This is an optimization exercise on Yosys and OpenROAD, whose aim is small area, a short achievable clock period and few clock cycles, not a production implementation. In this exercise RTL edits were held to simulation tests only and were not proved equivalent to the original.

## P
Design cpu, start of the top module:
module cpu (
  input clk,
  input reset,
  output [31:0] imem_addr,
  input  [31:0] imem_rdata,
  output [31:0] dmem_addr,
  output [31:0] dmem_wdata,
  output        dmem_we,
  input  [31:0] dmem_rdata,
  output        wb_we,
  output  [4:0] wb_rd,
  output [31:0] wb_data
);
  reg  [31:0] pc;
  reg         r_valid;       
  reg         r_nvalid;      
  reg  [31:0] e_a;           
  reg  [31:0] e_rs2;         
  reg  [31:0] e_alt;         
  reg  [11:0] e_imm;         
  reg   [4:0] e_rd;
  reg         e_sub, e_sgn, e_sra;
  reg   [6:0] e_sel;         
  reg         e_use_eq;      
  reg         e_inv;         
  reg         e_we, e_load, e_store, e_br, e_jalr, e_link;
  reg   [1:0] e_fa;          
  reg   [2:0] e_fb;          
  reg   [2:0] e_fc;          
  reg         e_fld;         
  reg  [31:0] m_res, m_sdata;
  reg   [4:0] m_rd;
  reg         m_we, m_load, m_store;
  reg  [31:0] w_data;
  reg   [4:0] w_rd;
  reg         w_we;
  wire [31:0] imm = {{20{e_imm[11]}}, e_imm};
  wire [31:0] a = ({32{e_fa[1]}} & m_res) | ({32{e_fa[0]}} & e_a);
  wire [31:0] b = ({32{e_fb[2]}} & imm) | ({32{e_fb[1]}} & m_res) | ({32{e_fb[0]}} & e_rs2);
  wire [31:0] c = ({32{e_fc[2]}} & m_res) | ({32{e_fc[1]}} & e_rs2) | ({32{e_fc[0]}} & e_alt);
  wire [31:0] alu_res, sum;
  wire        eq, lt;
  alu alu (
    .a  (a      ),
    .b  (b      ),
    .sub(e_sub  ),
    .sgn(e_sgn  ),
    .sra(e_sra  ),
    .sel(e_sel  ),
    .res(alu_res),
    .sum(sum    ),
    .eq (eq     ),
    .lt (lt     )
  );
  wire        e_cond     = e_use_eq ? eq : lt;
  wire        e_redirect = r_nvalid & (e_jalr | (e_br & (e_cond ^ e_inv)));
  wire [31:0] fa = r_nvalid ? pc : m_sdata;
  assign imem_addr = r_valid ? m_sdata : pc;
  wire [31:0] ins = imem_rdata;
  wire        f_jal = ins[3];
  wire        f_br  = ins[6] & ~ins[2];
  wire [10:0] off_b = {ins[31], ins[7], ins[30:25], ins[11:9]};
  ...
Size in the first run: about 200 I/O pins, roughly 63000 um2 of cells after synthesis.
==> module cpu, before the edit <==
module cpu (
  input clk,
  input reset,
  output [31:0] imem_addr,
  input  [31:0] imem_rdata,
  output [31:0] dmem_addr,
  output [31:0] dmem_wdata,
  output        dmem_we,
  input  [31:0] dmem_rdata,
  output        wb_we,
  output  [4:0] wb_rd,
  output [31:0] wb_data
);
  reg  [31:0] pc;
  reg         r_valid;       
  reg         r_nvalid;      
  reg  [31:0] e_a;           
  reg  [31:0] e_rs2;         
  reg  [31:0] e_alt;         
  reg  [11:0] e_imm;         
  reg   [4:0] e_rd;
  reg         e_sub, e_sgn, e_sra;
  reg   [6:0] e_sel;         
  reg         e_use_eq;      
  reg         e_inv;         
  reg         e_we, e_load, e_store, e_br, e_jalr, e_link;
  reg   [1:0] e_fa;          
  reg   [2:0] e_fb;          
  reg   [2:0] e_fc;          
  reg         e_fld;         
  reg  [31:0] m_res, m_sdata;
  reg   [4:0] m_rd;
  reg         m_we, m_load, m_store;
  reg  [31:0] w_data;
  reg   [4:0] w_rd;
  reg         w_we;
  wire [31:0] imm = {{20{e_imm[11]}}, e_imm};
  wire [31:0] a = ({32{e_fa[1]}} & m_res) | ({32{e_fa[0]}} & e_a);
  wire [31:0] b = ({32{e_fb[2]}} & imm) | ({32{e_fb[1]}} & m_res) | ({32{e_fb[0]}} & e_rs2);
  wire [31:0] c = ({32{e_fc[2]}} & m_res) | ({32{e_fc[1]}} & e_rs2) | ({32{e_fc[0]}} & e_alt);
  wire [31:0] alu_res, sum;
  wire        eq, lt;
  alu alu (
    .a  (a      ),
    .b  (b      ),
    .sub(e_sub  ),
    .sgn(e_sgn  ),
    .sra(e_sra  ),
    .sel(e_sel  ),
    .res(alu_res),
    .sum(sum    ),
    .eq (eq     ),
    .lt (lt     )
  );
  wire        e_cond     = e_use_eq ? eq : lt;
  wire        e_redirect = r_nvalid & (e_jalr | (e_br & (e_cond ^ e_inv)));
  wire [31:0] fa = r_nvalid ? pc : m_sdata;
  assign imem_addr = r_valid ? m_sdata : pc;
  wire [31:0] ins = imem_rdata;
  wire        f_jal = ins[3];
  wire        f_br  = ins[6] & ~ins[2];
  wire [10:0] off_b = {ins[31], ins[7], ins[30:25], ins[11:9]};
  wire [18:0] off_j = {ins[31], ins[19:12], ins[20], ins[30:22]};
  wire [31:0] f_tb, f_tj;
  add_sext #(.LOW(11)) add_tb (.a(fa), .b(off_b), .sum(f_tb));
  add_sext #(.LOW(19)) add_tj (.a(fa), .b(off_j), .sum(f_tj));
  wire [31:0] f_pc1  = fa + 32'd1;
  wire [31:0] f_next = f_jal ? f_tj : (f_br & ins[31]) ? f_tb : f_pc1;
  wire  [6:0] op  = ins[6:0];
  wire  [2:0] f3  = ins[14:12];
  wire  [4:0] rs1 = ins[19:15];
  wire  [4:0] rs2 = ins[24:20];
  wire  [4:0] rd  = ins[11:7];
  wire is_r    = op[6:2] == 5'b01100;
  wire is_i    = op[6:2] == 5'b00100;
  wire is_load = op[6:2] == 5'b00000;
  wire is_st   = op[6:2] == 5'b01000;
  wire is_br   = op[6:2] == 5'b11000;
  wire is_jal  = op[6:2] == 5'b11011;
  wire is_jalr = op[6:2] == 5'b11001;
  wire use1 = ~is_jal;
  wire use2 = is_r | is_br;
  wire wr   = (is_r | is_i | is_load | is_jal | is_jalr) && rd != 5'd0;
  wire [31:0] rf0, rf1;
  wire [31:0] m_wdata = m_load ? dmem_rdata : m_res;
  reg_file rf (
    .clk   (clk    ),
    .raddr0(rs1    ),
    .raddr1(rs2    ),
    .waddr (m_rd   ),
    .wdata (m_wdata),
    .we    (m_we   ),
    .rdata0(rf0    ),
    .rdata1(rf1    )
  );
  wire e_ok_we   = e_we & r_nvalid;
  wire e_ok_load = e_load & r_nvalid;
  wire stall = e_ok_load && ((use1 && rs1 == e_rd) || (use2 && rs2 == e_rd));
  wire fa_m = e_ok_we && rs1 == e_rd;
  wire fb_m = e_ok_we && rs2 == e_rd;
  always @(posedge clk or posedge reset) begin
    if (reset) begin
      pc       <= 32'd0;
      r_valid  <= 1'b0;
      r_nvalid <= 1'b1;
    end else begin
      r_valid  <= e_redirect;
      r_nvalid <= ~e_redirect;
      if (!stall) pc <= f_next;
    end
  end
  always @(posedge clk or posedge reset) begin
    if (reset) begin
      e_we    <= 1'b0;
      e_load  <= 1'b0;
      e_store <= 1'b0;
      e_br    <= 1'b0;
      e_jalr  <= 1'b0;
    end else begin
      e_we    <= ~stall & wr;
      e_load  <= ~stall & is_load & (rd != 5'd0);
      e_store <= ~stall & is_st;
      e_br    <= ~stall & is_br;
      e_jalr  <= ~stall & is_jalr;
    end
  end
  always @(posedge clk) begin
    e_a      <= rf0;
    e_rs2    <= rf1;
    e_alt    <= (f_br & ~ins[31]) ? f_tb : f_pc1;
    e_imm    <= is_st ? {ins[31:25], ins[11:7]} : ins[31:20];
    e_rd     <= rd;
    e_sub    <= is_r & ins[30] & f3 == 3'b000;
    e_sgn    <= is_br ? ~f3[1] : ~f3[0];
    e_sra    <= ins[30];
    e_sel    <= (is_r | is_i) ? {f3 == 3'b111, f3 == 3'b110, f3 == 3'b101, f3 == 3'b100,
                                 f3[2:1] == 2'b01, f3 == 3'b001, f3 == 3'b000}
                              : {6'b0, ~(is_jal | is_jalr)};
    e_use_eq <= ~f3[2];
    e_inv    <= f3[0] ^ ins[31];
    e_link   <= is_jal | is_jalr;
    e_fa     <= {fa_m, ~fa_m};
    e_fb     <= (is_r | is_br) ? {1'b0, fb_m, ~fb_m} : 3'b100;
    e_fc     <= ~is_st ? 3'b001 : {fb_m & ~e_ok_load, ~(fb_m & ~e_ok_load), 1'b0};
    e_fld    <= is_st & e_ok_load & rs2 == e_rd;
  end
  always @(posedge clk or posedge reset) begin
    if (reset) begin
      m_we    <= 1'b0;
      m_load  <= 1'b0;
      m_store <= 1'b0;
    end else begin
      m_we    <= e_we & r_nvalid;
      m_load  <= e_load & r_nvalid;
      m_store <= e_store & r_nvalid;
    end
  end
  always @(posedge clk) begin
    m_res   <= e_link ? e_alt : alu_res;
    m_sdata <= e_jalr ? sum : e_fld ? dmem_rdata : c;
    m_rd    <= e_rd;
  end
  assign dmem_addr  = m_res;
  assign dmem_wdata = m_sdata;
  assign dmem_we    = m_store;
  always @(posedge clk or posedge reset) begin
    if (reset) w_we <= 1'b0;
    else       w_we <= m_we;
  end
  always @(posedge clk) begin
    w_data <= m_wdata;
    w_rd   <= m_rd;
  end
  assign wb_we   = w_we;
  assign wb_rd   = w_rd;
  assign wb_data = w_data;
endmodule
Settings: LEC_CHECK=0, CAP_MARGIN=20, CORE_MARGIN=2, CORE_UTILIZATION=55, CTS_CLUSTER_DIAMETER=150, CTS_CLUSTER_SIZE=20, SETUP_SLACK_MARGIN=5, SLEW_MARGIN=20; clock period 10.0 ns.
standard.sh (not shown) runs the stock make flow with config.mk's settings and CLKGATE_MAP_FILE= SYNTH_SCRIPT=/design/flow/synth_recipe.tcl, a recipe that flattens the netlist after the stock synthesis.
==> flow/flow/run.sh <==
#!/bin/bash
# The standard layout (the standard.sh: ORFS from synthesis to finish,
# with the design's constraints and clock period), with these changes in how
# the layout is made:
#  - the input and output ports get sky130_fd_sc_hd__buf_2 buffers instead of
#    the delay buffers buffer_ports picks on its own;
#  - clock tree sinks are clustered 20 to a buffer (at most 150 um across),
#    which needs fewer clock buffers than the default;
#  - 55% core utilization.
# Make's full output is kept in flow_make.log; ORFS keeps each step's log
# under orfs/logs/.
set -euo pipefail
bash standard.sh SETUP_SLACK_MARGIN=6 CORE_UTILIZATION=55 MATCH_CELL_FOOTPRINT=0 \
  CTS_CLUSTER_SIZE=20 CTS_CLUSTER_DIAMETER=150 \
  "BUFFER_PORTS_ARGS=-buffer_cell sky130_fd_sc_hd__buf_2" finish > flow_make.log 2>&1
Testbench counts of P, summed over its fixed seeds: cycles 17,712.
The inputs of R differ from those of P as listed below.
--- a/flow/design.v
+++ b/flow/design.v
@@ -273,7 +273,7 @@
   end
   always @(posedge clk) begin
     m_res   <= e_link ? e_alt : alu_res;
-    m_sdata <= e_jalr ? sum : e_fld ? dmem_rdata : c;
+    m_sdata <= e_fld ? dmem_rdata : e_jalr ? sum : c;
     m_rd    <= e_rd;
   end
   assign dmem_addr  = m_res;
Findings:
Comparing R with P, the via density per instance came out essentially unchanged. Across both runs, number of ordinary and repair buffers in the finished layout was lower for R than for P. R: number of clock buffers in the layout 2 below P. ~same total core area in P and R. For R, the worst setup path endpoint was e_a[27]$_DFF_P_, unlike P, where it was e_rs2[21]$_DFF_P_. P → R: wire length after detailed routing now sits higher, setup slack after layout higher, largest voltage drop on the vdd net now larger. Compared with P, R shows a core utilization that is 0.24 points lower. Final period demand of the worst path: P and R compared, lower one is R. Compared P against R; post-synthesis mux area share within noise. R ends up with a number of gates resized after CTS that is 18 higher than in P.
Testbench counts of R, summed over its fixed seeds: cycles 17,712.

-- static timing again, ports no longer ideal --
Ports are ideal in the flow. The routed layouts listed here were re-timed in OpenROAD. Step 1, drivers: a clkbuf_16 drives clk and a buf_2 each remaining input, both assumed. Step 2 moves the port delays by t, midway between the first and last clock arrival at a register: inputs arrive t later, outputs are due t later. That takes back most of the time a late clock gives input paths. a / b / c = ideal ports / drivers / drivers and shift; a / b = the first two.
| run | shift t [ns] | slack for setup (ns) | hold slack, ns |
|---|---|---|---|
| P | 0.772 | 5.766 / 5.815 / 5.043 | 0.400 / 0.400 / 0.400 |
| R | 0.788 | 5.811 / 5.863 / 5.075 | 0.402 / 0.402 / 0.402 |
After both steps setup and hold are still met in every run listed. The setup slack of R, which loses most, moves by +0.052 ns with the drivers and by -0.736 ns with both steps.
